From an optimization exercise on the open Yosys and OpenROAD flow, aimed at small area, a short achievable clock period and few clock cycles per item; shortcuts taken in it are not production practice. Function was not checked in any run shown here: the RTL went through the layout flow alone. Power and IR drop assume default switching activity.

==> flow/design.v, too long to show whole: its modules and the start of the top module <==
// module fp32_mul: 1318 lines
// module rnd23: 11 lines
// module add8c: 4 lines
// module fa: 4 lines
// module fa1: 4 lines
// module ha: 4 lines
module fp32_mul (
    input  wire        clk,
    input  wire        rst,
    input  wire        in_valid,
    input  wire [31:0] op_a,
    input  wire [31:0] op_b,
    output reg         out_valid,
    output reg  [31:0] result
);
  // ...
==> flow/flow/run.sh <==
#!/bin/bash
# Layout flow: the standard ORFS flow (standard.sh, unchanged synthesis),
# with the port buffers made from a regular buffer cell rather than the
# delay-buffer cell that buffer_ports picks by default.
set -euo pipefail
cd "$(dirname "$0")/.."
bash standard.sh "BUFFER_PORTS_ARGS=-buffer_cell sky130_fd_sc_hd__buf_2" finish > flow_make.log 2>&1
==> flow/standard.sh <==
#!/bin/bash
# synth_recipe.tcl (not shown) runs the flow's synth.tcl, then flattens the netlist and writes it again
# the make line also repeats each setting of config.mk as NAME=value (left out here)
make -C /OpenROAD-flow-scripts/flow DESIGN_CONFIG=/design/flow/config.mk WORK_HOME=/design/flow/orfs CLKGATE_MAP_FILE= SYNTH_SCRIPT=/design/flow/synth_recipe.tcl "${@:-finish}"
==> flow/config.mk <==
export PLATFORM = sky130hd
export DESIGN_NAME = fp32_mul
export DESIGN_NICKNAME = fp32_mul
export VERILOG_FILES = /design/flow/design.v
export SDC_FILE = /design/flow/constraint.sdc
export NUM_CORES = 4
export LEC_CHECK = 0
export CAP_MARGIN = 20
export CORE_MARGIN = 2
export CORE_UTILIZATION = 60
export SLEW_MARGIN = 70
export SYNTH_HIERARCHICAL = 1
==> flow/constraint.sdc <==
create_clock -name core_clock -period 11.0 [get_ports {clk}]
set_input_delay 2.2000 -clock core_clock [delete_from_list [all_inputs] [get_ports {clk}]]
set_output_delay 2.2000 -clock core_clock [all_outputs]
set_load 0.01 [all_outputs]
==> results_dict.tcl, run 1 <==
set metrics [dict create \
    status "no timing/DRC/antenna violations" \
    placed_cell_area_um2 23860 \
    grt_pass1_vias 17540 \
    p_int_w 0.004825 \
    wl_met3_mm 7.097 \
    worstHoldStart "q2" \
    seq-power_w 0.00182 \
    wl_per_cell_um 22.81 \
    route.detailed.drc 0 \
    max-clock-path-buffers 3 \
    die_area_um2 39770 \
    slowest_stage "fa_1" \
    period_share_pct 32.07 \
    critical_path.max_fanout 5 \
    final_cells 2781 \
    fmax_mhz 283.5 \
    hp-class "reg -> reg" \
    io_buffers 99 \
    buffers 163 \
    netlist_area_um2 22920 \
    skew_ns 0.01586 \
    grt_overflow_total 0 \
    cp-startpoint "rq[29]" \
    num-multi-input-gates 1624 \
    r2r_slack_ns 7.47 \
    cpPeakStageDelay_ns 0.69 \
    largest_cell_class "multi-input combinational cells" \
    powerClk_w 0.00118 \
    seqPwrFrac_pct 20.4 \
    clk_latency_ns 0.57 \
    clock_area_share_pct 4.618 \
    rr_endpoint "h3[18]" \
    dp_slack_ns 7.143 \
    antenna_found_initial 2 \
    htreeDepth 2 \
    p_comb_w 0.00591 \
]
==> run 2: changes to the inputs <==
--- a/flow/design.v
+++ b/flow/design.v
@@ -673,625 +673,294 @@
   fa u_fa256 (.a(rq[116]), .b(rq[117]), .c(rq[118]), .s(fs256), .co(fc256));
   fa u_fa257 (.a(rq[119]), .b(rq[120]), .c(rq[121]), .s(fs257), .co(fc257));
   fa u_fa258 (.a(rq[122]), .b(rq[123]), .c(rq[124]), .s(fs258), .co(fc258));
   fa u_fa259 (.a(rq[125]), .b(rq[126]), .c(rq[127]), .s(fs259), .co(fc259));
   fa1 u_fa260 (.a(rq[128]), .b(rq[129]), .s(fs260), .co(fc260));
   fa u_fa261 (.a(rq[130]), .b(rq[131]), .c(rq[132]), .s(fs261), .co(fc261));
   fa1 u_fa262 (.a(rq[133]), .b(rq[134]), .s(fs262), .co(fc262));
   fa1 u_fa263 (.a(rq[135]), .b(rq[136]), .s(fs263), .co(fc263));
-  wire gg1, pp2, gg3, pp4, gg5, pp6, gg7, pp8, gg9, pp10, gg11, pp12, gg13, pp14, gg15, pp16, gg17, pp18, gg19, pp20, gg21, pp22, gg23, pp24, gg25, pp26, gg27, pp28, gg29, pp30, gg31, pp32, gg33, pp34, gg35, pp36, gg37, pp38, gg39, pp40, gg41, pp42, gg43, pp44, gg45, pp46, gg47, pp48, gg49, pp50, gg51, pp52, gg53, pp54, gg55, pp56, gg57, pp58, gg59, pp60, gg61, pp62, gg63, pp64, gg65, pp66, gg67, pp68, gg69, pp70, gg71, pp72, gg73, pp74, gg75, pp76, gg77, pp78, gg79, pp80, gg81, pp82, gg83, pp84, gg85, pp86, gg87, pp88, gg89, pp90, gg91, pp92, gg93, pp94, gg95, pp96, g97, p98, g99, p100, g101, p102, g103, p104, g105, p106, g107, p108, g109, p110, g111, p112, g113, p114, g115, p116, g117, p118, g119, p120, g121, p122, g123, p124, g125, p126, g127, p128, g129, p130, g131, p132, g133, p134, g135, p136, g137, p138, g139, p140, g141, p142, g143, p144, g145, p146, g147, p148, g149, p150, g151, p152, g153, p154, g155, p156, g157, p158, g159, p160, g161, p162, g163, p164, g165, p166, g167, p168, g169, p170, g171, p172, g173, p174, g175, p176, g177, p178, g179, p180, g181, p182, g183, p184, g185, p186, g187, p188, g189, p190, g191, p192, g193, p194, g195, p196, g197, p198, g199, p200, g201, p202, g203, p204, g205, p206, g207, p208, g209, p210, g211, p212, g213, p214, g215, p216, g217, p218, g219, p220, g221, p222, g223, p224, g225, p226, g227, p228, g229, p230, g231, p232, g233, p234, g235, p236, g237, p238, g239, p240, g241, p242, g243, p244, g245, p246, g247, p248, g249, p250, g251, p252, g253, p254, g255, p256, g257, p258, g259, p260, g261, p262, g263, p264, g265, p266, g267, p268, g269, p270, g271, p272, g273, p274, g275, p276, g277, p278, g279, p280, g281, p282, g283, p284, g285, p286, g287, p288, g289, p290, g291, p292, g293, p294, g295, p296, g297, p298, g299, p300, g301, p302, g303, p304, g305, p306, g307, p308, g309, p310, g311, p312, g313, p314, g315, p316, g317, p318, g319, p320, g321, p322, g323, p324, g325, p326, g327, p328, g329, p330, g331, p332, g333, p334, g335, p336, g337, p338, g339, p340, g341, p342, g343, p344, g345, p346, g347, p348, g349, p350, g351, p352, g353, p354, g355, p356, g357, p358, g359, p360, g361, p362, g363, p364, g365, p366, g367, p368, g369, p370, g371, p372, g373, p374, g375, p376, g377, p378, g379, p380, g381, p382, g383, p384, g385, p386, g387, p388, g389, p390, g391, p392, g393, p394, g395, p396, g397, p398, g399, p400, g401, p402, g403, p404, g405, p406, g407, p408, g409, p410, g411, p412, g413, p414, g415, p416, g417, p418, g419, p420, g421, p422, g423, p424, g425, p426, g427, p428, g429, p430, g431, p432, g433, p434, g435, p436, g437, p438, g439, p440, g441, p442, g443, p444, g445, p446, g447, p448, g449, p450, g451, p452, g453, p454, g455, p456, g457, p458, g459, p460, g461, p462, g463, p464, g465, p466, g467, p468, g469, p470, g471, p472, g473, p474, g475, p476, g477, p478, g479, p480, g481, p482, g483, p484, g485, p486, g487, p488, g489, p490, g491, p492, g493, p494, g495, p496, g497, p498, g499, p500, g501, p502, g503, p504, g505, p506, g507, p508, g509, p510, g511, p512, g513, p514, g515, p516, g517, p518, g519, p520, g521, p522, g523, p524, g525, p526, g527, p528, g529, p530, g531, p532, g533, p534, g535, p536, g537, p538, g539, p540, g541, p542, g543, p544, g545, p546, g547, p548, g549, p550, g551, p552, g553, p554, g555, p556, g557, p558, z559, z560, z561, z562, z563, z564, z565, z566, z567, z568, z569, z570, z571, z572, z573, z574, z575, z576, z577, z578, z579, z580;
-  assign gg1 = rq[0] & rq[1];
-  assign pp2 = rq[0] ^ rq[1];
-  assign gg3 = rq[2] & 1'b0;
-  assign pp4 = rq[2] ^ 1'b0;
-  assign gg5 = rq[5] & hs28;
-  assign pp6 = rq[5] ^ hs28;
-  assign gg7 = hs29 & hc28;
-  assign pp8 = hs29 ^ hc28;
-  assign gg9 = fs220 & hc29;
-  assign pp10 = fs220 ^ hc29;
-  assign gg11 = fs221 & fc220;
-  assign pp12 = fs221 ^ fc220;
-  assign gg13 = fs222 & fc221;
-  assign pp14 = fs222 ^ fc221;
-  assign gg15 = fs223 & fc222;
-  assign pp16 = fs223 ^ fc222;
-  assign gg17 = fs224 & fc223;
-  assign pp18 = fs224 ^ fc223;
-  assign gg19 = fs225 & fc224;
-  assign pp20 = fs225 ^ fc224;
-  assign gg21 = fs226 & fc225;
-  assign pp22 = fs226 ^ fc225;
-  assign gg23 = fs227 & fc226;
-  assign pp24 = fs227 ^ fc226;
-  assign gg25 = fs228 & fc227;
-  assign pp26 = fs228 ^ fc227;
-  assign gg27 = fs229 & fc228;
-  assign pp28 = fs229 ^ fc228;
-  assign gg29 = fs230 & fc229;
-  assign pp30 = fs230 ^ fc229;
-  assign gg31 = fs231 & fc230;
-  assign pp32 = fs231 ^ fc230;
-  assign gg33 = fs232 & fc231;
-  assign pp34 = fs232 ^ fc231;
-  assign gg35 = fs233 & fc232;
-  assign pp36 = fs233 ^ fc232;
-  assign gg37 = fs234 & fc233;
-  assign pp38 = fs234 ^ fc233;
-  assign gg39 = fs235 & fc234;
-  assign pp40 = fs235 ^ fc234;
-  assign gg41 = fs236 & fc235;
-  assign pp42 = fs236 ^ fc235;
-  assign gg43 = fs237 & fc236;
-  assign pp44 = fs237 ^ fc236;
-  assign gg45 = fs238 & fc237;
-  assign pp46 = fs238 ^ fc237;
-  assign gg47 = fs239 & fc238;
-  assign pp48 = fs239 ^ fc238;
-  assign gg49 = fs240 & fc239;
-  assign pp50 = fs240 ^ fc239;
-  assign gg51 = fs241 & fc240;
-  assign pp52 = fs241 ^ fc240;
-  assign gg53 = fs242 & fc241;
-  assign pp54 = fs242 ^ fc241;
-  assign gg55 = fs243 & fc242;
-  assign pp56 = fs243 ^ fc242;
-  assign gg57 = fs244 & fc243;
-  assign pp58 = fs244 ^ fc243;
-  assign gg59 = fs245 & fc244;
-  assign pp60 = fs245 ^ fc244;
-  assign gg61 = fs246 & fc245;
-  assign pp62 = fs246 ^ fc245;
-  assign gg63 = fs247 & fc246;
-  assign pp64 = fs247 ^ fc246;
-  assign gg65 = fs248 & fc247;
-  assign pp66 = fs248 ^ fc247;
-  assign gg67 = fs249 & fc248;
-  assign pp68 = fs249 ^ fc248;
-  assign gg69 = fs250 & fc249;
-  assign pp70 = fs250 ^ fc249;
-  assign gg71 = fs251 & fc250;
-  assign pp72 = fs251 ^ fc250;
-  assign gg73 = fs252 & fc251;
-  assign pp74 = fs252 ^ fc251;
-  assign gg75 = fs253 & fc252;
-  assign pp76 = fs253 ^ fc252;
-  assign gg77 = fs254 & fc253;
-  assign pp78 = fs254 ^ fc253;
-  assign gg79 = fs255 & fc254;
-  assign pp80 = fs255 ^ fc254;
-  assign gg81 = fs256 & fc255;
-  assign pp82 = fs256 ^ fc255;
-  assign gg83 = fs257 & fc256;
-  assign pp84 = fs257 ^ fc256;
-  assign gg85 = fs258 & fc257;
-  assign pp86 = fs258 ^ fc257;
-  assign gg87 = fs259 & fc258;
-  assign pp88 = fs259 ^ fc258;
-  assign gg89 = fs260 & fc259;
-  assign pp90 = fs260 ^ fc259;
-  assign gg91 = fs261 & fc260;
-  assign pp92 = fs261 ^ fc260;
-  assign gg93 = fs262 & fc261;
-  assign pp94 = fs262 ^ fc261;
-  assign gg95 = fs263 & fc262;
-  assign pp96 = fs263 ^ fc262;
-  assign g97 = gg1 | (pp2 & 1'b0);
-  assign p98 = pp2 & 1'b0;
-  assign g99 = gg3 | (pp4 & gg1);
-  assign p100 = pp4 & pp2;
-  assign g101 = gg5 | (pp6 & gg3);
-  assign p102 = pp6 & pp4;
-  assign g103 = gg7 | (pp8 & gg5);
-  assign p104 = pp8 & pp6;
-  assign g105 = gg9 | (pp10 & gg7);
-  assign p106 = pp10 & pp8;
-  assign g107 = gg11 | (pp12 & gg9);
-  assign p108 = pp12 & pp10;
-  assign g109 = gg13 | (pp14 & gg11);
-  assign p110 = pp14 & pp12;
-  assign g111 = gg15 | (pp16 & gg13);
-  assign p112 = pp16 & pp14;
-  assign g113 = gg17 | (pp18 & gg15);
-  assign p114 = pp18 & pp16;
-  assign g115 = gg19 | (pp20 & gg17);
-  assign p116 = pp20 & pp18;
-  assign g117 = gg21 | (pp22 & gg19);
-  assign p118 = pp22 & pp20;
-  assign g119 = gg23 | (pp24 & gg21);
-  assign p120 = pp24 & pp22;
-  assign g121 = gg25 | (pp26 & gg23);
-  assign p122 = pp26 & pp24;
-  assign g123 = gg27 | (pp28 & gg25);
-  assign p124 = pp28 & pp26;
-  assign g125 = gg29 | (pp30 & gg27);
-  assign p126 = pp30 & pp28;
-  assign g127 = gg31 | (pp32 & gg29);
-  assign p128 = pp32 & pp30;
-  assign g129 = gg33 | (pp34 & gg31);
-  assign p130 = pp34 & pp32;
-  assign g131 = gg35 | (pp36 & gg33);
-  assign p132 = pp36 & pp34;
-  assign g133 = gg37 | (pp38 & gg35);
-  assign p134 = pp38 & pp36;
-  assign g135 = gg39 | (pp40 & gg37);
-  assign p136 = pp40 & pp38;
-  assign g137 = gg41 | (pp42 & gg39);
-  assign p138 = pp42 & pp40;
-  assign g139 = gg43 | (pp44 & gg41);
-  assign p140 = pp44 & pp42;
-  assign g141 = gg45 | (pp46 & gg43);
-  assign p142 = pp46 & pp44;
-  assign g143 = gg47 | (pp48 & gg45);
-  assign p144 = pp48 & pp46;
-  assign g145 = gg49 | (pp50 & gg47);
-  assign p146 = pp50 & pp48;
-  assign g147 = gg51 | (pp52 & gg49);
-  assign p148 = pp52 & pp50;
-  assign g149 = gg53 | (pp54 & gg51);
-  assign p150 = pp54 & pp52;
-  assign g151 = gg55 | (pp56 & gg53);
-  assign p152 = pp56 & pp54;
-  assign g153 = gg57 | (pp58 & gg55);
-  assign p154 = pp58 & pp56;
-  assign g155 = gg59 | (pp60 & gg57);
-  assign p156 = pp60 & pp58;
-  assign g157 = gg61 | (pp62 & gg59);
-  assign p158 = pp62 & pp60;
-  assign g159 = gg63 | (pp64 & gg61);
-  assign p160 = pp64 & pp62;
-  assign g161 = gg65 | (pp66 & gg63);
-  assign p162 = pp66 & pp64;
-  assign g163 = gg67 | (pp68 & gg65);
-  assign p164 = pp68 & pp66;
-  assign g165 = gg69 | (pp70 & gg67);
-  assign p166 = pp70 & pp68;
-  assign g167 = gg71 | (pp72 & gg69);
-  assign p168 = pp72 & pp70;
-  assign g169 = gg73 | (pp74 & gg71);
-  assign p170 = pp74 & pp72;
-  assign g171 = gg75 | (pp76 & gg73);
-  assign p172 = pp76 & pp74;
-  assign g173 = gg77 | (pp78 & gg75);
-  assign p174 = pp78 & pp76;
-  assign g175 = gg79 | (pp80 & gg77);
-  assign p176 = pp80 & pp78;
-  assign g177 = gg81 | (pp82 & gg79);
-  assign p178 = pp82 & pp80;
-  assign g179 = gg83 | (pp84 & gg81);
-  assign p180 = pp84 & pp82;
-  assign g181 = gg85 | (pp86 & gg83);
-  assign p182 = pp86 & pp84;
-  assign g183 = gg87 | (pp88 & gg85);
-  assign p184 = pp88 & pp86;
-  assign g185 = gg89 | (pp90 & gg87);
-  assign p186 = pp90 & pp88;
-  assign g187 = gg91 | (pp92 & gg89);
-  assign p188 = pp92 & pp90;
-  assign g189 = gg93 | (pp94 & gg91);
-  assign p190 = pp94 & pp92;
-  assign g191 = gg95 | (pp96 & gg93);
-  assign p192 = pp96 & pp94;
-  assign g193 = g99 | (p100 & 1'b0);
-  assign p194 = p100 & 1'b0;
-  assign g195 = g101 | (p102 & g97);
-  assign p196 = p102 & p98;
-  assign g197 = g103 | (p104 & g99);
-  assign p198 = p104 & p100;
-  assign g199 = g105 | (p106 & g101);
-  assign p200 = p106 & p102;
-  assign g201 = g107 | (p108 & g103);
-  assign p202 = p108 & p104;
-  assign g203 = g109 | (p110 & g105);
-  assign p204 = p110 & p106;
-  assign g205 = g111 | (p112 & g107);
-  assign p206 = p112 & p108;
-  assign g207 = g113 | (p114 & g109);
-  assign p208 = p114 & p110;
-  assign g209 = g115 | (p116 & g111);
-  assign p210 = p116 & p112;
-  assign g211 = g117 | (p118 & g113);
-  assign p212 = p118 & p114;
-  assign g213 = g119 | (p120 & g115);
-  assign p214 = p120 & p116;
-  assign g215 = g121 | (p122 & g117);
-  assign p216 = p122 & p118;
-  assign g217 = g123 | (p124 & g119);
-  assign p218 = p124 & p120;
-  assign g219 = g125 | (p126 & g121);
-  assign p220 = p126 & p122;
-  assign g221 = g127 | (p128 & g123);
-  assign p222 = p128 & p124;
-  assign g223 = g129 | (p130 & g125);
-  assign p224 = p130 & p126;
-  assign g225 = g131 | (p132 & g127);
-  assign p226 = p132 & p128;
-  assign g227 = g133 | (p134 & g129);
-  assign p228 = p134 & p130;
-  assign g229 = g135 | (p136 & g131);
-  assign p230 = p136 & p132;
-  assign g231 = g137 | (p138 & g133);
-  assign p232 = p138 & p134;
-  assign g233 = g139 | (p140 & g135);
-  assign p234 = p140 & p136;
-  assign g235 = g141 | (p142 & g137);
-  assign p236 = p142 & p138;
-  assign g237 = g143 | (p144 & g139);
-  assign p238 = p144 & p140;
-  assign g239 = g145 | (p146 & g141);
-  assign p240 = p146 & p142;
-  assign g241 = g147 | (p148 & g143);
-  assign p242 = p148 & p144;
-  assign g243 = g149 | (p150 & g145);
-  assign p244 = p150 & p146;
-  assign g245 = g151 | (p152 & g147);
-  assign p246 = p152 & p148;
-  assign g247 = g153 | (p154 & g149);
-  assign p248 = p154 & p150;
-  assign g249 = g155 | (p156 & g151);
-  assign p250 = p156 & p152;
-  assign g251 = g157 | (p158 & g153);
-  assign p252 = p158 & p154;
-  assign g253 = g159 | (p160 & g155);
-  assign p254 = p160 & p156;
-  assign g255 = g161 | (p162 & g157);
-  assign p256 = p162 & p158;
-  assign g257 = g163 | (p164 & g159);
-  assign p258 = p164 & p160;
-  assign g259 = g165 | (p166 & g161);
-  assign p260 = p166 & p162;
-  assign g261 = g167 | (p168 & g163);
-  assign p262 = p168 & p164;
-  assign g263 = g169 | (p170 & g165);
-  assign p264 = p170 & p166;
-  assign g265 = g171 | (p172 & g167);
-  assign p266 = p172 & p168;
-  assign g267 = g173 | (p174 & g169);
-  assign p268 = p174 & p170;
-  assign g269 = g175 | (p176 & g171);
-  assign p270 = p176 & p172;
-  assign g271 = g177 | (p178 & g173);
-  assign p272 = p178 & p174;
-  assign g273 = g179 | (p180 & g175);
-  assign p274 = p180 & p176;
-  assign g275 = g181 | (p182 & g177);
-  assign p276 = p182 & p178;
-  assign g277 = g183 | (p184 & g179);
-  assign p278 = p184 & p180;
-  assign g279 = g185 | (p186 & g181);
-  assign p280 = p186 & p182;
-  assign g281 = g187 | (p188 & g183);
-  assign p282 = p188 & p184;
-  assign g283 = g189 | (p190 & g185);
-  assign p284 = p190 & p186;
-  assign g285 = g191 | (p192 & g187);
-  assign p286 = p192 & p188;
-  assign g287 = g197 | (p198 & 1'b0);
-  assign p288 = p198 & 1'b0;
-  assign g289 = g199 | (p200 & g97);
-  assign p290 = p200 & p98;
-  assign g291 = g201 | (p202 & g193);
-  assign p292 = p202 & p194;
-  assign g293 = g203 | (p204 & g195);
-  assign p294 = p204 & p196;
-  assign g295 = g205 | (p206 & g197);
-  assign p296 = p206 & p198;
-  assign g297 = g207 | (p208 & g199);
-  assign p298 = p208 & p200;
-  assign g299 = g209 | (p210 & g201);
-  assign p300 = p210 & p202;
-  assign g301 = g211 | (p212 & g203);
-  assign p302 = p212 & p204;
-  assign g303 = g213 | (p214 & g205);
-  assign p304 = p214 & p206;
-  assign g305 = g215 | (p216 & g207);
-  assign p306 = p216 & p208;
-  assign g307 = g217 | (p218 & g209);
-  assign p308 = p218 & p210;
-  assign g309 = g219 | (p220 & g211);
-  assign p310 = p220 & p212;
-  assign g311 = g221 | (p222 & g213);
-  assign p312 = p222 & p214;
-  assign g313 = g223 | (p224 & g215);
-  assign p314 = p224 & p216;
-  assign g315 = g225 | (p226 & g217);
-  assign p316 = p226 & p218;
-  assign g317 = g227 | (p228 & g219);
-  assign p318 = p228 & p220;
-  assign g319 = g229 | (p230 & g221);
-  assign p320 = p230 & p222;
-  assign g321 = g231 | (p232 & g223);
-  assign p322 = p232 & p224;
-  assign g323 = g233 | (p234 & g225);
-  assign p324 = p234 & p226;
-  assign g325 = g235 | (p236 & g227);
-  assign p326 = p236 & p228;
-  assign g327 = g237 | (p238 & g229);
-  assign p328 = p238 & p230;
-  assign g329 = g239 | (p240 & g231);
-  assign p330 = p240 & p232;
-  assign g331 = g241 | (p242 & g233);
-  assign p332 = p242 & p234;
-  assign g333 = g243 | (p244 & g235);
-  assign p334 = p244 & p236;
-  assign g335 = g245 | (p246 & g237);
-  assign p336 = p246 & p238;
-  assign g337 = g247 | (p248 & g239);
-  assign p338 = p248 & p240;
-  assign g339 = g249 | (p250 & g241);
-  assign p340 = p250 & p242;
-  assign g341 = g251 | (p252 & g243);
-  assign p342 = p252 & p244;
-  assign g343 = g253 | (p254 & g245);
-  assign p344 = p254 & p246;
-  assign g345 = g255 | (p256 & g247);
-  assign p346 = p256 & p248;
-  assign g347 = g257 | (p258 & g249);
-  assign p348 = p258 & p250;
-  assign g349 = g259 | (p260 & g251);
-  assign p350 = p260 & p252;
-  assign g351 = g261 | (p262 & g253);
-  assign p352 = p262 & p254;
-  assign g353 = g263 | (p264 & g255);
-  assign p354 = p264 & p256;
-  assign g355 = g265 | (p266 & g257);
-  assign p356 = p266 & p258;
-  assign g357 = g267 | (p268 & g259);
-  assign p358 = p268 & p260;
-  assign g359 = g269 | (p270 & g261);
-  assign p360 = p270 & p262;
-  assign g361 = g271 | (p272 & g263);
-  assign p362 = p272 & p264;
-  assign g363 = g273 | (p274 & g265);
-  assign p364 = p274 & p266;
-  assign g365 = g275 | (p276 & g267);
-  assign p366 = p276 & p268;
-  assign g367 = g277 | (p278 & g269);
-  assign p368 = p278 & p270;
-  assign g369 = g279 | (p280 & g271);
-  assign p370 = p280 & p272;
-  assign g371 = g281 | (p282 & g273);
-  assign p372 = p282 & p274;
-  assign g373 = g283 | (p284 & g275);
-  assign p374 = p284 & p276;
-  assign g375 = g285 | (p286 & g277);
-  assign p376 = p286 & p278;
-  assign g377 = g295 | (p296 & 1'b0);
-  assign p378 = p296 & 1'b0;
-  assign g379 = g297 | (p298 & g97);
-  assign p380 = p298 & p98;
-  assign g381 = g299 | (p300 & g193);
-  assign p382 = p300 & p194;
-  assign g383 = g301 | (p302 & g195);
-  assign p384 = p302 & p196;
-  assign g385 = g303 | (p304 & g287);
-  assign p386 = p304 & p288;
-  assign g387 = g305 | (p306 & g289);
-  assign p388 = p306 & p290;
-  assign g389 = g307 | (p308 & g291);
-  assign p390 = p308 & p292;
-  assign g391 = g309 | (p310 & g293);
-  assign p392 = p310 & p294;
-  assign g393 = g311 | (p312 & g295);
-  assign p394 = p312 & p296;
-  assign g395 = g313 | (p314 & g297);
-  assign p396 = p314 & p298;
-  assign g397 = g315 | (p316 & g299);
-  assign p398 = p316 & p300;
-  assign g399 = g317 | (p318 & g301);
-  assign p400 = p318 & p302;
-  assign g401 = g319 | (p320 & g303);
-  assign p402 = p320 & p304;
-  assign g403 = g321 | (p322 & g305);
-  assign p404 = p322 & p306;
-  assign g405 = g323 | (p324 & g307);
-  assign p406 = p324 & p308;
-  assign g407 = g325 | (p326 & g309);
-  assign p408 = p326 & p310;
-  assign g409 = g327 | (p328 & g311);
-  assign p410 = p328 & p312;
-  assign g411 = g329 | (p330 & g313);
-  assign p412 = p330 & p314;
-  assign g413 = g331 | (p332 & g315);
-  assign p414 = p332 & p316;
-  assign g415 = g333 | (p334 & g317);
-  assign p416 = p334 & p318;
-  assign g417 = g335 | (p336 & g319);
-  assign p418 = p336 & p320;
-  assign g419 = g337 | (p338 & g321);
-  assign p420 = p338 & p322;
-  assign g421 = g339 | (p340 & g323);
-  assign p422 = p340 & p324;
-  assign g423 = g341 | (p342 & g325);
-  assign p424 = p342 & p326;
-  assign g425 = g343 | (p344 & g327);
-  assign p426 = p344 & p328;
-  assign g427 = g345 | (p346 & g329);
-  assign p428 = p346 & p330;
-  assign g429 = g347 | (p348 & g331);
-  assign p430 = p348 & p332;
-  assign g431 = g349 | (p350 & g333);
-  assign p432 = p350 & p334;
-  assign g433 = g351 | (p352 & g335);
-  assign p434 = p352 & p336;
-  assign g435 = g353 | (p354 & g337);
-  assign p436 = p354 & p338;
-  assign g437 = g355 | (p356 & g339);
-  assign p438 = p356 & p340;
-  assign g439 = g357 | (p358 & g341);
-  assign p440 = p358 & p342;
-  assign g441 = g359 | (p360 & g343);
-  assign p442 = p360 & p344;
-  assign g443 = g361 | (p362 & g345);
-  assign p444 = p362 & p346;
-  assign g445 = g363 | (p364 & g347);
-  assign p446 = p364 & p348;
-  assign g447 = g365 | (p366 & g349);
-  assign p448 = p366 & p350;
-  assign g449 = g367 | (p368 & g351);
-  assign p450 = p368 & p352;
-  assign g451 = g369 | (p370 & g353);
-  assign p452 = p370 & p354;
-  assign g453 = g371 | (p372 & g355);
-  assign p454 = p372 & p356;
-  assign g455 = g373 | (p374 & g357);
-  assign p456 = p374 & p358;
-  assign g457 = g375 | (p376 & g359);
-  assign p458 = p376 & p360;
-  assign g459 = g393 | (p394 & 1'b0);
-  assign p460 = p394 & 1'b0;
-  assign g461 = g395 | (p396 & g97);
-  assign p462 = p396 & p98;
-  assign g463 = g397 | (p398 & g193);
-  assign p464 = p398 & p194;
-  assign g465 = g399 | (p400 & g195);
-  assign p466 = p400 & p196;
-  assign g467 = g401 | (p402 & g287);
-  assign p468 = p402 & p288;
-  assign g469 = g403 | (p404 & g289);
-  assign p470 = p404 & p290;
-  assign g471 = g405 | (p406 & g291);
-  assign p472 = p406 & p292;
-  assign g473 = g407 | (p408 & g293);
-  assign p474 = p408 & p294;
-  assign g475 = g409 | (p410 & g377);
-  assign p476 = p410 & p378;
-  assign g477 = g411 | (p412 & g379);
-  assign p478 = p412 & p380;
-  assign g479 = g413 | (p414 & g381);
-  assign p480 = p414 & p382;
-  assign g481 = g415 | (p416 & g383);
-  assign p482 = p416 & p384;
-  assign g483 = g417 | (p418 & g385);
-  assign p484 = p418 & p386;
-  assign g485 = g419 | (p420 & g387);
-  assign p486 = p420 & p388;
-  assign g487 = g421 | (p422 & g389);
-  assign p488 = p422 & p390;
-  assign g489 = g423 | (p424 & g391);
-  assign p490 = p424 & p392;
-  assign g491 = g425 | (p426 & g393);
-  assign p492 = p426 & p394;
-  assign g493 = g427 | (p428 & g395);
-  assign p494 = p428 & p396;
-  assign g495 = g429 | (p430 & g397);
-  assign p496 = p430 & p398;
-  assign g497 = g431 | (p432 & g399);
-  assign p498 = p432 & p400;
-  assign g499 = g433 | (p434 & g401);
-  assign p500 = p434 & p402;
-  assign g501 = g435 | (p436 & g403);
-  assign p502 = p436 & p404;
-  assign g503 = g437 | (p438 & g405);
-  assign p504 = p438 & p406;
-  assign g505 = g439 | (p440 & g407);
-  assign p506 = p440 & p408;
-  assign g507 = g441 | (p442 & g409);
-  assign p508 = p442 & p410;
-  assign g509 = g443 | (p444 & g411);
-  assign p510 = p444 & p412;
-  assign g511 = g445 | (p446 & g413);
-  assign p512 = p446 & p414;
-  assign g513 = g447 | (p448 & g415);
-  assign p514 = p448 & p416;
-  assign g515 = g449 | (p450 & g417);
-  assign p516 = p450 & p418;
-  assign g517 = g451 | (p452 & g419);
-  assign p518 = p452 & p420;
-  assign g519 = g453 | (p454 & g421);
-  assign p520 = p454 & p422;
-  assign g521 = g455 | (p456 & g423);
-  assign p522 = p456 & p424;
-  assign g523 = g457 | (p458 & g425);
-  assign p524 = p458 & p426;
-  assign g525 = g491 | (p492 & 1'b0);
-  assign p526 = p492 & 1'b0;
-  assign g527 = g493 | (p494 & g97);
-  assign p528 = p494 & p98;
-  assign g529 = g495 | (p496 & g193);
-  assign p530 = p496 & p194;
-  assign g531 = g497 | (p498 & g195);
-  assign p532 = p498 & p196;
-  assign g533 = g499 | (p500 & g287);
-  assign p534 = p500 & p288;
-  assign g535 = g501 | (p502 & g289);
-  assign p536 = p502 & p290;
-  assign g537 = g503 | (p504 & g291);
-  assign p538 = p504 & p292;
-  assign g539 = g505 | (p506 & g293);
-  assign p540 = p506 & p294;
-  assign g541 = g507 | (p508 & g377);
-  assign p542 = p508 & p378;
-  assign g543 = g509 | (p510 & g379);
-  assign p544 = p510 & p380;
-  assign g545 = g511 | (p512 & g381);
-  assign p546 = p512 & p382;
-  assign g547 = g513 | (p514 & g383);
-  assign p548 = p514 & p384;
-  assign g549 = g515 | (p516 & g385);
-  assign p550 = p516 & p386;
-  assign g551 = g517 | (p518 & g387);
-  assign p552 = p518 & p388;
-  assign g553 = g519 | (p520 & g389);
-  assign p554 = p520 & p390;
-  assign g555 = g521 | (p522 & g391);
-  assign p556 = p522 & p392;
-  assign g557 = g523 | (p524 & g459);
-  assign p558 = p524 & p460;
+  wire gg1, pp2, gg3, pp4, gg5, pp6, gg7, pp8, gg9, pp10, gg11, pp12, gg13, pp14, gg15, pp16, gg17, pp18, gg19, pp20, gg21, pp22, gg23, pp24, gg25, pp26, gg27, pp28, gg29, pp30, gg31, pp32, gg33, pp34, gg35, pp36, gg37, pp38, gg39, pp40, gg41, pp42, gg43, pp44, gg45, pp46, gg47, pp48, gg49, pp50, gg51, pp52, gg53, pp54, gg55, pp56, gg57, pp58, gg59, pp60, gg61, pp62, gg63, pp64, gg65, pp66, gg67, pp68, gg69, pp70, gg71, pp72, gg73, pp74, gg75, pp76, gg77, pp78, gg79, pp80, gg81, pp82, gg83, pp84, gg85, pp86, gg87, pp88, gg89, pp90, gg91, pp92, gg93, pp94, gg95, pp96, g97, p98, g99, p100, g101, p102, g103, p104, g105, p106, g107, p108, g109, p110, g111, p112, g113, p114, g115, p116, g117, p118, g119, p120, g121, p122, g123, p124, g125, p126, g127, p128, g129, p130, g131, p132, g133, p134, g135, p136, g137, p138, g139, p140, g141, p142, g143, p144, g145, g147, p148, g149, p150, g151, p152, g153, p154, g155, p156, g157, p158, g159, p160, g161, p162, g163, p164, g165, p166, g167, p168, g169, p170, g171, p172, g173, p174, g175, p176, g177, p178, g179, p180, g181, p182, g183, p184, g185, p186, g187, p188, g189, p190, g191, p192, g193, g195, g197, g199, p200, g201, p202, g203, p204, g205, p206, g207, p208, g209, p210, g211, p212, g213, p214, g215, p216, g217, p218, g219, p220, g221, p222, g223, p224, g225, p226, g227, p228, g229, p230, g231, p232, g233, p234, g235, p236, g237, p238, g239, p240, g241, g243, g245, g247, g249, g251, g253, g255, p256, g257, p258, g259, p260, g261, p262, g263, p264, g265, p266, g267, p268, g269, p270, g271, p272, g273, p274, g275, p276, g277, p278, g279, p280, g281, p282, g283, p284, g285, p286, g287, p288, g289, g291, g293, g295, g297, g299, g301, g303, g305, g307, g309, g311, g313, g315, g317, g319, p320, g321, p322, g323, g325, g327, g329, g331, g333, g335, g337, g339, g341, g343, g345, g347, g349, g351, g353, g355, z357, z358, z359, z360, z361, z362, z363, z364, z365, z366, z367, z368, z369, z370, z371, z372, z373, z374, z375, z376, z377, z378;
+  and2m u_gg1 (.a(rq[0]), .b(rq[1]), .y(gg1));
+  xor2m u_pp2 (.a(rq[0]), .b(rq[1]), .y(pp2));
+  and2m u_gg3 (.a(rq[2]), .b(1'b0), .y(gg3));
+  xor2m u_pp4 (.a(rq[2]), .b(1'b0), .y(pp4));
+  and2m u_gg5 (.a(rq[5]), .b(hs28), .y(gg5));
+  xor2m u_pp6 (.a(rq[5]), .b(hs28), .y(pp6));
+  and2m u_gg7 (.a(hs29), .b(hc28), .y(gg7));
+  xor2m u_pp8 (.a(hs29), .b(hc28), .y(pp8));
+  and2m u_gg9 (.a(fs220), .b(hc29), .y(gg9));
+  xor2m u_pp10 (.a(fs220), .b(hc29), .y(pp10));
+  and2m u_gg11 (.a(fs221), .b(fc220), .y(gg11));
+  xor2m u_pp12 (.a(fs221), .b(fc220), .y(pp12));
+  and2m u_gg13 (.a(fs222), .b(fc221), .y(gg13));
+  xor2m u_pp14 (.a(fs222), .b(fc221), .y(pp14));
+  and2m u_gg15 (.a(fs223), .b(fc222), .y(gg15));
+  xor2m u_pp16 (.a(fs223), .b(fc222), .y(pp16));
+  and2m u_gg17 (.a(fs224), .b(fc223), .y(gg17));
+  xor2m u_pp18 (.a(fs224), .b(fc223), .y(pp18));
+  and2m u_gg19 (.a(fs225), .b(fc224), .y(gg19));
+  xor2m u_pp20 (.a(fs225), .b(fc224), .y(pp20));
+  and2m u_gg21 (.a(fs226), .b(fc225), .y(gg21));
+  xor2m u_pp22 (.a(fs226), .b(fc225), .y(pp22));
+  and2m u_gg23 (.a(fs227), .b(fc226), .y(gg23));
+  xor2m u_pp24 (.a(fs227), .b(fc226), .y(pp24));
+  and2m u_gg25 (.a(fs228), .b(fc227), .y(gg25));
+  xor2m u_pp26 (.a(fs228), .b(fc227), .y(pp26));
+  and2m u_gg27 (.a(fs229), .b(fc228), .y(gg27));
+  xor2m u_pp28 (.a(fs229), .b(fc228), .y(pp28));
+  and2m u_gg29 (.a(fs230), .b(fc229), .y(gg29));
+  xor2m u_pp30 (.a(fs230), .b(fc229), .y(pp30));
+  and2m u_gg31 (.a(fs231), .b(fc230), .y(gg31));
+  xor2m u_pp32 (.a(fs231), .b(fc230), .y(pp32));
+  and2m u_gg33 (.a(fs232), .b(fc231), .y(gg33));
+  xor2m u_pp34 (.a(fs232), .b(fc231), .y(pp34));
+  and2m u_gg35 (.a(fs233), .b(fc232), .y(gg35));
+  xor2m u_pp36 (.a(fs233), .b(fc232), .y(pp36));
+  and2m u_gg37 (.a(fs234), .b(fc233), .y(gg37));
+  xor2m u_pp38 (.a(fs234), .b(fc233), .y(pp38));
+  and2m u_gg39 (.a(fs235), .b(fc234), .y(gg39));
+  xor2m u_pp40 (.a(fs235), .b(fc234), .y(pp40));
+  and2m u_gg41 (.a(fs236), .b(fc235), .y(gg41));
+  xor2m u_pp42 (.a(fs236), .b(fc235), .y(pp42));
+  and2m u_gg43 (.a(fs237), .b(fc236), .y(gg43));
+  xor2m u_pp44 (.a(fs237), .b(fc236), .y(pp44));
+  and2m u_gg45 (.a(fs238), .b(fc237), .y(gg45));
+  xor2m u_pp46 (.a(fs238), .b(fc237), .y(pp46));
+  and2m u_gg47 (.a(fs239), .b(fc238), .y(gg47));
+  xor2m u_pp48 (.a(fs239), .b(fc238), .y(pp48));
+  and2m u_gg49 (.a(fs240), .b(fc239), .y(gg49));
+  xor2m u_pp50 (.a(fs240), .b(fc239), .y(pp50));
+  and2m u_gg51 (.a(fs241), .b(fc240), .y(gg51));
+  xor2m u_pp52 (.a(fs241), .b(fc240), .y(pp52));
+  and2m u_gg53 (.a(fs242), .b(fc241), .y(gg53));
+  xor2m u_pp54 (.a(fs242), .b(fc241), .y(pp54));
+  and2m u_gg55 (.a(fs243), .b(fc242), .y(gg55));
+  xor2m u_pp56 (.a(fs243), .b(fc242), .y(pp56));
+  and2m u_gg57 (.a(fs244), .b(fc243), .y(gg57));
+  xor2m u_pp58 (.a(fs244), .b(fc243), .y(pp58));
+  and2m u_gg59 (.a(fs245), .b(fc244), .y(gg59));
+  xor2m u_pp60 (.a(fs245), .b(fc244), .y(pp60));
+  and2m u_gg61 (.a(fs246), .b(fc245), .y(gg61));
+  xor2m u_pp62 (.a(fs246), .b(fc245), .y(pp62));
+  and2m u_gg63 (.a(fs247), .b(fc246), .y(gg63));
+  xor2m u_pp64 (.a(fs247), .b(fc246), .y(pp64));
+  and2m u_gg65 (.a(fs248), .b(fc247), .y(gg65));
+  xor2m u_pp66 (.a(fs248), .b(fc247), .y(pp66));
+  and2m u_gg67 (.a(fs249), .b(fc248), .y(gg67));
+  xor2m u_pp68 (.a(fs249), .b(fc248), .y(pp68));
+  and2m u_gg69 (.a(fs250), .b(fc249), .y(gg69));
+  xor2m u_pp70 (.a(fs250), .b(fc249), .y(pp70));
+  and2m u_gg71 (.a(fs251), .b(fc250), .y(gg71));
+  xor2m u_pp72 (.a(fs251), .b(fc250), .y(pp72));
+  and2m u_gg73 (.a(fs252), .b(fc251), .y(gg73));
+  xor2m u_pp74 (.a(fs252), .b(fc251), .y(pp74));
+  and2m u_gg75 (.a(fs253), .b(fc252), .y(gg75));
+  xor2m u_pp76 (.a(fs253), .b(fc252), .y(pp76));
+  and2m u_gg77 (.a(fs254), .b(fc253), .y(gg77));
+  xor2m u_pp78 (.a(fs254), .b(fc253), .y(pp78));
+  and2m u_gg79 (.a(fs255), .b(fc254), .y(gg79));
+  xor2m u_pp80 (.a(fs255), .b(fc254), .y(pp80));
+  and2m u_gg81 (.a(fs256), .b(fc255), .y(gg81));
+  xor2m u_pp82 (.a(fs256), .b(fc255), .y(pp82));
+  and2m u_gg83 (.a(fs257), .b(fc256), .y(gg83));
+  xor2m u_pp84 (.a(fs257), .b(fc256), .y(pp84));
+  and2m u_gg85 (.a(fs258), .b(fc257), .y(gg85));
+  xor2m u_pp86 (.a(fs258), .b(fc257), .y(pp86));
+  and2m u_gg87 (.a(fs259), .b(fc258), .y(gg87));
+  xor2m u_pp88 (.a(fs259), .b(fc258), .y(pp88));
+  and2m u_gg89 (.a(fs260), .b(fc259), .y(gg89));
+  xor2m u_pp90 (.a(fs260), .b(fc259), .y(pp90));
+  and2m u_gg91 (.a(fs261), .b(fc260), .y(gg91));
+  xor2m u_pp92 (.a(fs261), .b(fc260), .y(pp92));
+  and2m u_gg93 (.a(fs262), .b(fc261), .y(gg93));
+  xor2m u_pp94 (.a(fs262), .b(fc261), .y(pp94));
+  and2m u_gg95 (.a(fs263), .b(fc262), .y(gg95));
+  xor2m u_pp96 (.a(fs263), .b(fc262), .y(pp96));
+  ao21 u_g97 (.a(pp2), .b(1'b0), .c(gg1), .y(g97));
+  assign p98 = 1'b0;
+  pgc u_g99 (.gh(gg5), .ph(pp6), .gl(gg3), .pl(pp4), .g(g99), .p(p100));
+  pgc u_g101 (.gh(gg9), .ph(pp10), .gl(gg7), .pl(pp8), .g(g101), .p(p102));
+  pgc u_g103 (.gh(gg13), .ph(pp14), .gl(gg11), .pl(pp12), .g(g103), .p(p104));
+  pgc u_g105 (.gh(gg17), .ph(pp18), .gl(gg15), .pl(pp16), .g(g105), .p(p106));
+  pgc u_g107 (.gh(gg21), .ph(pp22), .gl(gg19), .pl(pp20), .g(g107), .p(p108));
+  pgc u_g109 (.gh(gg25), .ph(pp26), .gl(gg23), .pl(pp24), .g(g109), .p(p110));
+  pgc u_g111 (.gh(gg29), .ph(pp30), .gl(gg27), .pl(pp28), .g(g111), .p(p112));
+  pgc u_g113 (.gh(gg33), .ph(pp34), .gl(gg31), .pl(pp32), .g(g113), .p(p114));
+  pgc u_g115 (.gh(gg37), .ph(pp38), .gl(gg35), .pl(pp36), .g(g115), .p(p116));
+  pgc u_g117 (.gh(gg41), .ph(pp42), .gl(gg39), .pl(pp40), .g(g117), .p(p118));
+  pgc u_g119 (.gh(gg45), .ph(pp46), .gl(gg43), .pl(pp44), .g(g119), .p(p120));
+  pgc u_g121 (.gh(gg49), .ph(pp50), .gl(gg47), .pl(pp48), .g(g121), .p(p122));
+  pgc u_g123 (.gh(gg53), .ph(pp54), .gl(gg51), .pl(pp52), .g(g123), .p(p124));
+  pgc u_g125 (.gh(gg57), .ph(pp58), .gl(gg55), .pl(pp56), .g(g125), .p(p126));
+  pgc u_g127 (.gh(gg61), .ph(pp62), .gl(gg59), .pl(pp60), .g(g127), .p(p128));
+  pgc u_g129 (.gh(gg65), .ph(pp66), .gl(gg63), .pl(pp64), .g(g129), .p(p130));
+  pgc u_g131 (.gh(gg69), .ph(pp70), .gl(gg67), .pl(pp68), .g(g131), .p(p132));
+  pgc u_g133 (.gh(gg73), .ph(pp74), .gl(gg71), .pl(pp72), .g(g133), .p(p134));
+  pgc u_g135 (.gh(gg77), .ph(pp78), .gl(gg75), .pl(pp76), .g(g135), .p(p136));
+  pgc u_g137 (.gh(gg81), .ph(pp82), .gl(gg79), .pl(pp80), .g(g137), .p(p138));
+  pgc u_g139 (.gh(gg85), .ph(pp86), .gl(gg83), .pl(pp84), .g(g139), .p(p140));
+  pgc u_g141 (.gh(gg89), .ph(pp90), .gl(gg87), .pl(pp88), .g(g141), .p(p142));
+  pgc u_g143 (.gh(gg93), .ph(pp94), .gl(gg91), .pl(pp92), .g(g143), .p(p144));
+  ao21 u_g145 (.a(pp4), .b(g97), .c(gg3), .y(g145));
+  pgc u_g147 (.gh(g99), .ph(p100), .gl(g97), .pl(p98), .g(g147), .p(p148));
+  pgc u_g149 (.gh(gg11), .ph(pp12), .gl(g101), .pl(p102), .g(g149), .p(p150));
+  pgc u_g151 (.gh(g103), .ph(p104), .gl(g101), .pl(p102), .g(g151), .p(p152));
+  pgc u_g153 (.gh(gg19), .ph(pp20), .gl(g105), .pl(p106), .g(g153), .p(p154));
+  pgc u_g155 (.gh(g107), .ph(p108), .gl(g105), .pl(p106), .g(g155), .p(p156));
+  pgc u_g157 (.gh(gg27), .ph(pp28), .gl(g109), .pl(p110), .g(g157), .p(p158));
+  pgc u_g159 (.gh(g111), .ph(p112), .gl(g109), .pl(p110), .g(g159), .p(p160));
+  pgc u_g161 (.gh(gg35), .ph(pp36), .gl(g113), .pl(p114), .g(g161), .p(p162));
+  pgc u_g163 (.gh(g115), .ph(p116), .gl(g113), .pl(p114), .g(g163), .p(p164));
+  pgc u_g165 (.gh(gg43), .ph(pp44), .gl(g117), .pl(p118), .g(g165), .p(p166));
+  pgc u_g167 (.gh(g119), .ph(p120), .gl(g117), .pl(p118), .g(g167), .p(p168));
+  pgc u_g169 (.gh(gg51), .ph(pp52), .gl(g121), .pl(p122), .g(g169), .p(p170));
+  pgc u_g171 (.gh(g123), .ph(p124), .gl(g121), .pl(p122), .g(g171), .p(p172));
+  pgc u_g173 (.gh(gg59), .ph(pp60), .gl(g125), .pl(p126), .g(g173), .p(p174));
+  pgc u_g175 (.gh(g127), .ph(p128), .gl(g125), .pl(p126), .g(g175), .p(p176));
+  pgc u_g177 (.gh(gg67), .ph(pp68), .gl(g129), .pl(p130), .g(g177), .p(p178));
+  pgc u_g179 (.gh(g131), .ph(p132), .gl(g129), .pl(p130), .g(g179), .p(p180));
+  pgc u_g181 (.gh(gg75), .ph(pp76), .gl(g133), .pl(p134), .g(g181), .p(p182));
+  pgc u_g183 (.gh(g135), .ph(p136), .gl(g133), .pl(p134), .g(g183), .p(p184));
+  pgc u_g185 (.gh(gg83), .ph(pp84), .gl(g137), .pl(p138), .g(g185), .p(p186));
+  pgc u_g187 (.gh(g139), .ph(p140), .gl(g137), .pl(p138), .g(g187), .p(p188));
+  pgc u_g189 (.gh(gg91), .ph(pp92), .gl(g141), .pl(p142), .g(g189), .p(p190));
+  pgc u_g191 (.gh(g143), .ph(p144), .gl(g141), .pl(p142), .g(g191), .p(p192));
+  ao21 u_g193 (.a(pp8), .b(g147), .c(gg7), .y(g193));
+  ao21 u_g195 (.a(p102), .b(g147), .c(g101), .y(g195));
+  ao21 u_g197 (.a(p150), .b(g147), .c(g149), .y(g197));
+  pgc u_g199 (.gh(g151), .ph(p152), .gl(g147), .pl(p148), .g(g199), .p(p200));
+  pgc u_g201 (.gh(gg23), .ph(pp24), .gl(g155), .pl(p156), .g(g201), .p(p202));
+  pgc u_g203 (.gh(g109), .ph(p110), .gl(g155), .pl(p156), .g(g203), .p(p204));
+  pgc u_g205 (.gh(g157), .ph(p158), .gl(g155), .pl(p156), .g(g205), .p(p206));
+  pgc u_g207 (.gh(g159), .ph(p160), .gl(g155), .pl(p156), .g(g207), .p(p208));
+  pgc u_g209 (.gh(gg39), .ph(pp40), .gl(g163), .pl(p164), .g(g209), .p(p210));
+  pgc u_g211 (.gh(g117), .ph(p118), .gl(g163), .pl(p164), .g(g211), .p(p212));
+  pgc u_g213 (.gh(g165), .ph(p166), .gl(g163), .pl(p164), .g(g213), .p(p214));
+  pgc u_g215 (.gh(g167), .ph(p168), .gl(g163), .pl(p164), .g(g215), .p(p216));
+  pgc u_g217 (.gh(gg55), .ph(pp56), .gl(g171), .pl(p172), .g(g217), .p(p218));
+  pgc u_g219 (.gh(g125), .ph(p126), .gl(g171), .pl(p172), .g(g219), .p(p220));
+  pgc u_g221 (.gh(g173), .ph(p174), .gl(g171), .pl(p172), .g(g221), .p(p222));
+  pgc u_g223 (.gh(g175), .ph(p176), .gl(g171), .pl(p172), .g(g223), .p(p224));
+  pgc u_g225 (.gh(gg71), .ph(pp72), .gl(g179), .pl(p180), .g(g225), .p(p226));
+  pgc u_g227 (.gh(g133), .ph(p134), .gl(g179), .pl(p180), .g(g227), .p(p228));
+  pgc u_g229 (.gh(g181), .ph(p182), .gl(g179), .pl(p180), .g(g229), .p(p230));
+  pgc u_g231 (.gh(g183), .ph(p184), .gl(g179), .pl(p180), .g(g231), .p(p232));
+  pgc u_g233 (.gh(gg87), .ph(pp88), .gl(g187), .pl(p188), .g(g233), .p(p234));
+  pgc u_g235 (.gh(g141), .ph(p142), .gl(g187), .pl(p188), .g(g235), .p(p236));
+  pgc u_g237 (.gh(g189), .ph(p190), .gl(g187), .pl(p188), .g(g237), .p(p238));
+  pgc u_g239 (.gh(g191), .ph(p192), .gl(g187), .pl(p188), .g(g239), .p(p240));
+  ao21 u_g241 (.a(pp16), .b(g199), .c(gg15), .y(g241));
+  ao21 u_g243 (.a(p106), .b(g199), .c(g105), .y(g243));
+  ao21 u_g245 (.a(p154), .b(g199), .c(g153), .y(g245));
+  ao21 u_g247 (.a(p156), .b(g199), .c(g155), .y(g247));
+  ao21 u_g249 (.a(p202), .b(g199), .c(g201), .y(g249));
+  ao21 u_g251 (.a(p204), .b(g199), .c(g203), .y(g251));
+  ao21 u_g253 (.a(p206), .b(g199), .c(g205), .y(g253));
+  pgc u_g255 (.gh(g207), .ph(p208), .gl(g199), .pl(p200), .g(g255), .p(p256));
+  pgc u_g257 (.gh(gg47), .ph(pp48), .gl(g215), .pl(p216), .g(g257), .p(p258));
+  pgc u_g259 (.gh(g121), .ph(p122), .gl(g215), .pl(p216), .g(g259), .p(p260));
+  pgc u_g261 (.gh(g169), .ph(p170), .gl(g215), .pl(p216), .g(g261), .p(p262));
+  pgc u_g263 (.gh(g171), .ph(p172), .gl(g215), .pl(p216), .g(g263), .p(p264));
+  pgc u_g265 (.gh(g217), .ph(p218), .gl(g215), .pl(p216), .g(g265), .p(p266));
+  pgc u_g267 (.gh(g219), .ph(p220), .gl(g215), .pl(p216), .g(g267), .p(p268));
+  pgc u_g269 (.gh(g221), .ph(p222), .gl(g215), .pl(p216), .g(g269), .p(p270));
+  pgc u_g271 (.gh(g223), .ph(p224), .gl(g215), .pl(p216), .g(g271), .p(p272));
+  pgc u_g273 (.gh(gg79), .ph(pp80), .gl(g231), .pl(p232), .g(g273), .p(p274));
+  pgc u_g275 (.gh(g137), .ph(p138), .gl(g231), .pl(p232), .g(g275), .p(p276));
+  pgc u_g277 (.gh(g185), .ph(p186), .gl(g231), .pl(p232), .g(g277), .p(p278));
+  pgc u_g279 (.gh(g187), .ph(p188), .gl(g231), .pl(p232), .g(g279), .p(p280));
+  pgc u_g281 (.gh(g233), .ph(p234), .gl(g231), .pl(p232), .g(g281), .p(p282));
+  pgc u_g283 (.gh(g235), .ph(p236), .gl(g231), .pl(p232), .g(g283), .p(p284));
+  pgc u_g285 (.gh(g237), .ph(p238), .gl(g231), .pl(p232), .g(g285), .p(p286));
+  pgc u_g287 (.gh(g239), .ph(p240), .gl(g231), .pl(p232), .g(g287), .p(p288));
+  ao21 u_g289 (.a(pp32), .b(g255), .c(gg31), .y(g289));
+  ao21 u_g291 (.a(p114), .b(g255), .c(g113), .y(g291));
+  ao21 u_g293 (.a(p162), .b(g255), .c(g161), .y(g293));
+  ao21 u_g295 (.a(p164), .b(g255), .c(g163), .y(g295));
+  ao21 u_g297 (.a(p210), .b(g255), .c(g209), .y(g297));
+  ao21 u_g299 (.a(p212), .b(g255), .c(g211), .y(g299));
+  ao21 u_g301 (.a(p214), .b(g255), .c(g213), .y(g301));
+  ao21 u_g303 (.a(p216), .b(g255), .c(g215), .y(g303));
+  ao21 u_g305 (.a(p258), .b(g255), .c(g257), .y(g305));
+  ao21 u_g307 (.a(p260), .b(g255), .c(g259), .y(g307));
+  ao21 u_g309 (.a(p262), .b(g255), .c(g261), .y(g309));
+  ao21 u_g311 (.a(p264), .b(g255), .c(g263), .y(g311));
+  ao21 u_g313 (.a(p266), .b(g255), .c(g265), .y(g313));
+  ao21 u_g315 (.a(p268), .b(g255), .c(g267), .y(g315));
+  ao21 u_g317 (.a(p270), .b(g255), .c(g269), .y(g317));
+  pgc u_g319 (.gh(g271), .ph(p272), .gl(g255), .pl(p256), .g(g319), .p(p320));
+  pgc u_g321 (.gh(gg95), .ph(pp96), .gl(g287), .pl(p288), .g(g321), .p(p322));
+  ao21 u_g323 (.a(pp64), .b(g319), .c(gg63), .y(g323));
+  ao21 u_g325 (.a(p130), .b(g319), .c(g129), .y(g325));
+  ao21 u_g327 (.a(p178), .b(g319), .c(g177), .y(g327));
+  ao21 u_g329 (.a(p180), .b(g319), .c(g179), .y(g329));
+  ao21 u_g331 (.a(p226), .b(g319), .c(g225), .y(g331));
+  ao21 u_g333 (.a(p228), .b(g319), .c(g227), .y(g333));
+  ao21 u_g335 (.a(p230), .b(g319), .c(g229), .y(g335));
+  ao21 u_g337 (.a(p232), .b(g319), .c(g231), .y(g337));
+  ao21 u_g339 (.a(p274), .b(g319), .c(g273), .y(g339));
+  ao21 u_g341 (.a(p276), .b(g319), .c(g275), .y(g341));
+  ao21 u_g343 (.a(p278), .b(g319), .c(g277), .y(g343));
+  ao21 u_g345 (.a(p280), .b(g319), .c(g279), .y(g345));
+  ao21 u_g347 (.a(p282), .b(g319), .c(g281), .y(g347));
+  ao21 u_g349 (.a(p284), .b(g319), .c(g283), .y(g349));
+  ao21 u_g351 (.a(p286), .b(g319), .c(g285), .y(g351));
+  ao21 u_g353 (.a(p288), .b(g319), .c(g287), .y(g353));
+  ao21 u_g355 (.a(p322), .b(g319), .c(g321), .y(g355));
   wire [25:0] h;
-  assign h[0] = pp46 ^ g471;
-  assign h[1] = pp48 ^ g473;
-  assign h[2] = pp50 ^ g475;
-  assign h[3] = pp52 ^ g477;
-  assign h[4] = pp54 ^ g479;
-  assign h[5] = pp56 ^ g481;
-  assign h[6] = pp58 ^ g483;
-  assign h[7] = pp60 ^ g485;
-  assign h[8] = pp62 ^ g487;
-  assign h[9] = pp64 ^ g489;
-  assign h[10] = pp66 ^ g525;
-  assign h[11] = pp68 ^ g527;
-  assign h[12] = pp70 ^ g529;
-  assign h[13] = pp72 ^ g531;
-  assign h[14] = pp74 ^ g533;
-  assign h[15] = pp76 ^ g535;
-  assign h[16] = pp78 ^ g537;
-  assign h[17] = pp80 ^ g539;
-  assign h[18] = pp82 ^ g541;
-  assign h[19] = pp84 ^ g543;
-  assign h[20] = pp86 ^ g545;
-  assign h[21] = pp88 ^ g547;
-  assign h[22] = pp90 ^ g549;
-  assign h[23] = pp92 ^ g551;
-  assign h[24] = pp94 ^ g553;
-  assign h[25] = pp96 ^ g555;
-  assign z559 = rq[0] ^ rq[1];
-  assign z560 = (rq[2] ^ 1'b0) ^ (rq[0] | rq[1]);
-  assign z561 = (rq[5] ^ hs28) ^ (rq[2] | 1'b0);
-  assign z562 = (hs29 ^ hc28) ^ (rq[5] | hs28);
-  assign z563 = (fs220 ^ hc29) ^ (hs29 | hc28);
-  assign z564 = (fs221 ^ fc220) ^ (fs220 | hc29);
-  assign z565 = (fs222 ^ fc221) ^ (fs221 | fc220);
-  assign z566 = (fs223 ^ fc222) ^ (fs222 | fc221);
-  assign z567 = (fs224 ^ fc223) ^ (fs223 | fc222);
-  assign z568 = (fs225 ^ fc224) ^ (fs224 | fc223);
-  assign z569 = (fs226 ^ fc225) ^ (fs225 | fc224);
-  assign z570 = (fs227 ^ fc226) ^ (fs226 | fc225);
-  assign z571 = (fs228 ^ fc227) ^ (fs227 | fc226);
-  assign z572 = (fs229 ^ fc228) ^ (fs228 | fc227);
-  assign z573 = (fs230 ^ fc229) ^ (fs229 | fc228);
-  assign z574 = (fs231 ^ fc230) ^ (fs230 | fc229);
-  assign z575 = (fs232 ^ fc231) ^ (fs231 | fc230);
-  assign z576 = (fs233 ^ fc232) ^ (fs232 | fc231);
-  assign z577 = (fs234 ^ fc233) ^ (fs233 | fc232);
-  assign z578 = (fs235 ^ fc234) ^ (fs234 | fc233);
-  assign z579 = (fs236 ^ fc235) ^ (fs235 | fc234);
-  assign z580 = (fs237 ^ fc236) ^ (fs236 | fc235);
-  wire sticky = z559 | z560 | z561 | z562 | z563 | z564 | z565 | z566 | z567 | z568 | z569 | z570 | z571 | z572 | z573 | z574 | z575 | z576 | z577 | z578 | z579 | z580;
+  xor2m u_s22 (.a(pp46), .b(g301), .y(h[0]));
+  xor2m u_s23 (.a(pp48), .b(g303), .y(h[1]));
+  xor2m u_s24 (.a(pp50), .b(g305), .y(h[2]));
+  xor2m u_s25 (.a(pp52), .b(g307), .y(h[3]));
+  xor2m u_s26 (.a(pp54), .b(g309), .y(h[4]));
+  xor2m u_s27 (.a(pp56), .b(g311), .y(h[5]));
+  xor2m u_s28 (.a(pp58), .b(g313), .y(h[6]));
+  xor2m u_s29 (.a(pp60), .b(g315), .y(h[7]));
+  xor2m u_s30 (.a(pp62), .b(g317), .y(h[8]));
+  xor2m u_s31 (.a(pp64), .b(g319), .y(h[9]));
+  xor2m u_s32 (.a(pp66), .b(g323), .y(h[10]));
+  xor2m u_s33 (.a(pp68), .b(g325), .y(h[11]));
+  xor2m u_s34 (.a(pp70), .b(g327), .y(h[12]));
+  xor2m u_s35 (.a(pp72), .b(g329), .y(h[13]));
+  xor2m u_s36 (.a(pp74), .b(g331), .y(h[14]));
+  xor2m u_s37 (.a(pp76), .b(g333), .y(h[15]));
+  xor2m u_s38 (.a(pp78), .b(g335), .y(h[16]));
+  xor2m u_s39 (.a(pp80), .b(g337), .y(h[17]));
+  xor2m u_s40 (.a(pp82), .b(g339), .y(h[18]));
+  xor2m u_s41 (.a(pp84), .b(g341), .y(h[19]));
+  xor2m u_s42 (.a(pp86), .b(g343), .y(h[20]));
+  xor2m u_s43 (.a(pp88), .b(g345), .y(h[21]));
+  xor2m u_s44 (.a(pp90), .b(g347), .y(h[22]));
+  xor2m u_s45 (.a(pp92), .b(g349), .y(h[23]));
+  xor2m u_s46 (.a(pp94), .b(g351), .y(h[24]));
+  xor2m u_s47 (.a(pp96), .b(g353), .y(h[25]));
+  assign z357 = rq[0] ^ rq[1];
+  assign z358 = (rq[2] ^ 1'b0) ^ (rq[0] | rq[1]);
+  assign z359 = (rq[5] ^ hs28) ^ (rq[2] | 1'b0);
+  assign z360 = (hs29 ^ hc28) ^ (rq[5] | hs28);
+  assign z361 = (fs220 ^ hc29) ^ (hs29 | hc28);
+  assign z362 = (fs221 ^ fc220) ^ (fs220 | hc29);
+  assign z363 = (fs222 ^ fc221) ^ (fs221 | fc220);
+  assign z364 = (fs223 ^ fc222) ^ (fs222 | fc221);
+  assign z365 = (fs224 ^ fc223) ^ (fs223 | fc222);
+  assign z366 = (fs225 ^ fc224) ^ (fs224 | fc223);
+  assign z367 = (fs226 ^ fc225) ^ (fs225 | fc224);
+  assign z368 = (fs227 ^ fc226) ^ (fs226 | fc225);
+  assign z369 = (fs228 ^ fc227) ^ (fs227 | fc226);
+  assign z370 = (fs229 ^ fc228) ^ (fs228 | fc227);
+  assign z371 = (fs230 ^ fc229) ^ (fs229 | fc228);
+  assign z372 = (fs231 ^ fc230) ^ (fs230 | fc229);
+  assign z373 = (fs232 ^ fc231) ^ (fs231 | fc230);
+  assign z374 = (fs233 ^ fc232) ^ (fs232 | fc231);
+  assign z375 = (fs234 ^ fc233) ^ (fs233 | fc232);
+  assign z376 = (fs235 ^ fc234) ^ (fs234 | fc233);
+  assign z377 = (fs236 ^ fc235) ^ (fs235 | fc234);
+  assign z378 = (fs237 ^ fc236) ^ (fs236 | fc235);
+  wire sticky = z357 | z358 | z359 | z360 | z361 | z362 | z363 | z364 | z365 | z366 | z367 | z368 | z369 | z370 | z371 | z372 | z373 | z374 | z375 | z376 | z377 | z378;
   reg        v3, s3, q3, st3, kill3;
   reg [7:0]  e3;
   reg [25:0] h3;
   always @(posedge clk) begin
     if (rst) v3 <= 1'b0; else v3 <= v2;
     s3 <= s2;
     q3 <= q2;
     kill3 <= kill2;
@@ -1330,16 +999,29 @@
 module add8c (input wire [7:0] a, input wire [7:0] b, output wire [7:0] s);
   wire [8:0] t = {a, 1'b1} + {b, 1'b1};
   assign s = t[8:1];
 endmodule
 module fa (input wire a, input wire b, input wire c, output wire s, output wire co);
   assign s = a ^ b ^ c;
   assign co = (a & b) | (a & c) | (b & c);
 endmodule
+module pgc (input wire gh, input wire ph, input wire gl, input wire pl, output wire g, output wire p);
+  assign g = gh | (ph & gl);
+  assign p = ph & pl;
+endmodule
+module ao21 (input wire a, input wire b, input wire c, output wire y);
+  assign y = (a & b) | c;
+endmodule
+module and2m (input wire a, input wire b, output wire y);
+  assign y = a & b;
+endmodule
+module xor2m (input wire a, input wire b, output wire y);
+  assign y = a ^ b;
+endmodule
 module fa1 (input wire a, input wire b, output wire s, output wire co);
   assign s = ~(a ^ b);
   assign co = a | b;
 endmodule
 module ha (input wire a, input wire b, output wire s, output wire co);
   assign s = a ^ b;
   assign co = a & b;
 endmodule
==> run 2 against run 1 <==
Against the previous run:
- register-to-register slack improved by 0.17 ns
- synthesized cell count decreased by 0.40%
- wire length is 3.2% lower
- sequential power about the same
- die area increased by 0.90%
- via count down 2.5%
- power is 6.3% lower
- final area is 0.92% higher
- combinational power is about 10% lower
- sequential share of layout area down 0.21 points
- global-route usage decreased by 1.8 points
- critical path type is now in -> reg
==> results_dict.tcl, run 2 <==
set metrics [dict create \
    status "no timing/DRC/antenna violations" \
    cpPeakStageDelay_ns 0.57 \
    cts_tree "built" \
    antenna_cells 0 \
    rsz0062_at_grt "false" \
    start_kind "input pin" \
    drtPass1Iterations 8 \
    routed_via_density 6.042 \
    drv_slew 0 \
    grt_max_degree 30 \
    layout_commonest_cell "xnor2_1" \
    crit_path_end_kind "flip-flop" \
    place_congestion 0.8383 \
    vias 16790 \
    dp_slack_ns 6.927 \
    cts_sinks 304 \
    routed_wl_mm 61.41 \
    drive_gt1_share_pct 12.48 \
    max-clock-path-buffers 3 \
    power_density_nw_per_um2 329.1 \
    clkTransAtPathRegs_ns 0.06 \
    netlist_area_um2 23130 \
    critical_path.max_fanout 21 \
    crit_required_ns 11.49 \
    setup_violations 0 \
    antenna_found_initial 0 \
    layout_common_cells "xnor2_1, dfxtp_1, a22oi_1" \
    p_leak_nw 10.82 \
    postSynthAreaPerCell_um2 10.44 \
    yosys_warnings 7 \
    grt_pass1_wl_mm 96.81 \
    setup_tns_ns 0 \
    syn_to_final_growth_pct 9.598 \
    cts_buffers 35 \
    final_antenna_net_count 0 \
    fmax_mhz 287.9 \
    critPathTopFamily "simple AND/OR/NAND/NOR gates" \
    clk_latency_ns 0.57 \
    die_height_um 200.3 \
    netlist_instances 2215 \
    pin_count 100 \
    slowest_stage "or4_1" \
    start_util_pct 61.11 \
    wl_per_cell_um 22.11 \
    critPathArrivalTime_ns 3.97 \
    drt-initial-drc-count 1532 \
    cap_violations 0 \
    hp-class "reg -> reg" \
    dieWidth_um 200.3 \
    period_share_pct 31.58 \
    cts-root-buf "clkbuf_16" \
    critPathKind "in -> reg" \
    rows 71 \
    cts_hold_buf 0 \
    hold_viol 0 \
    crit_path_cell_trace "buf_2, or4_1, nor2_4, or4_1, buf_4, buf_16, nor2_1, ha_1, nor3_2" \
    largest_reg_flops 137 \
    io_buffers 99 \
    post_cts_buffers 0 \
    grt_pass1_vias 17370 \
    hpwlAfterDp_mm 40.61 \
    grtUsageTotal_pct 30.83 \
    route.detailed.drc 0 \
    worst_slack_ns 7.526 \
    critPathBufInv 3 \
    peakVddDrop_mv 0.1679 \
    skew_ns 0.02498 \
    htreeDepth 2 \
    worst_path_most_repeated_cell "or4_1" \
    n_fill_cell 2990 \
    top_register "rq" \
    period_needed_ns 3.474 \
    coreArea_um2 37840 \
    fin_nets 2646 \
    place_inst 2713 \
    reg_top3 "rq x137, result x32, h3 x26" \
    cts-resized-gates 0 \
    grt_overflow_total 0 \
    die_area_um2 40130 \
    final_cells 2778 \
]
==> run 2: cell types whose count changed in the layout (fill, tap and decap cells not counted), sizes merged, moves of 17 or more <==
cell and delta:
a21o +84, xor2 +75, a21oi -52, o21ai -20
nor2b -17, nand2 -27, and2 +109, xnor2 -21
ha -47
==> run 2: layout make-up <==
class	count	area [µm²]	share of cell area [%]
sequential	304	6101	24.07
multi-input combinational	1626	15850	62.52
clock buffer	51	1017	4.013
clock inverter	12	206.4	0.8145
timing repair buffer	167	1134	4.473
tap	511	639.4	2.523
inverter	107	401.6	1.585
==> run 2: routing by layer <==
layer | track usage (%) | share of wire [%] | wire length (µm) | vias up
met3 | 8.868 | 10 | 6315 | 145
met2 | 47.47 | 45 | 27660 | 830
met5 | 0 | 0 | 0 | -
met4 | 9.735 | 2.7 | 1646 | 0
met1 | 42.13 | 42 | 25780 | 8274
li1 | - | - | - | 7536
==> run 2: worst paths after layout <==
kind	cells after the start	slack (ns)	from	to
hold / removal	0	0.32	e2[4]	e3[4]
setup / recovery	9	7.53	op_b[23]	neg1[7]
setup reg to reg	7	7.64	fa1[12]	rq[63]
hold reg to reg	0	0.32	e2[4]	e3[4]
==> run 2: metrics by stage <==
step	utilization, %	instance area, µm²	hold slack, ns	power, W
after CTS	66.75	25260	0.3217	0.008400
after detailed placement	63.52	24040	0.3128	0.007129
after global routing	66.97	25350	0.3268	0.009121
after global placement	63.12	23890	0.3113	0.006960
final	66.97	25350	0.3216	0.008341
after floorplan	-	23130	0.3096	0.005718
==> run 2: worst reg2reg max path, cell delays in order, from the launching register on <==
cell and delay (ns):
dfxtp_1 0.32, buf_4 0.38, a22oi_1 0.22, xnor2_1 0.18, fa_1 0.52, fa_1 0.52
fa_1 0.63, fa_1 0.44
==> run 2: report_power, final <==
| part | switching (W) | internal (W) | total, W |
|---|---|---|---|
| clock network | 0.000484 | 0.000744 | 0.00123 |
| registers | 0.000251 | 0.00157 | 0.00182 |
| logic | 0.00287 | 0.00242 | 0.00529 |
| total | 0.00361 | 0.00473 | 0.00834 |

## port drivers added, routing unchanged
No port has a modelled driver above. Below, the same layouts with a new extraction and two added sets of constraints.
Step 1, drivers: a clkbuf_16 drives clk and a buf_2 each remaining input, both assumed.
Step 2, shift: input delay + t, output delay - t, t = (earliest + latest rising clock arrival at the registers) / 2. This alone moves slack from input paths to output paths.
Three values: no drivers, after step 1, after step 2; two values: the first two.
| run | t (ns) | slack for setup (ns) | worst setup path at the end | worst register clock-pin slew, ns |
|---|---|---|---|---|
| run 1 | 0.620 | 7.472 / 7.472 / 7.200 | input to register | 0.07 / 0.07 |
| run 2 | 0.619 | 7.526 / 7.561 / 6.943 | input to register | 0.06 / 0.06 |
After both steps every run listed still meets setup and hold. The setup slack of run 2, which loses most, moves by +0.035 ns with the drivers and by -0.583 ns with both steps.
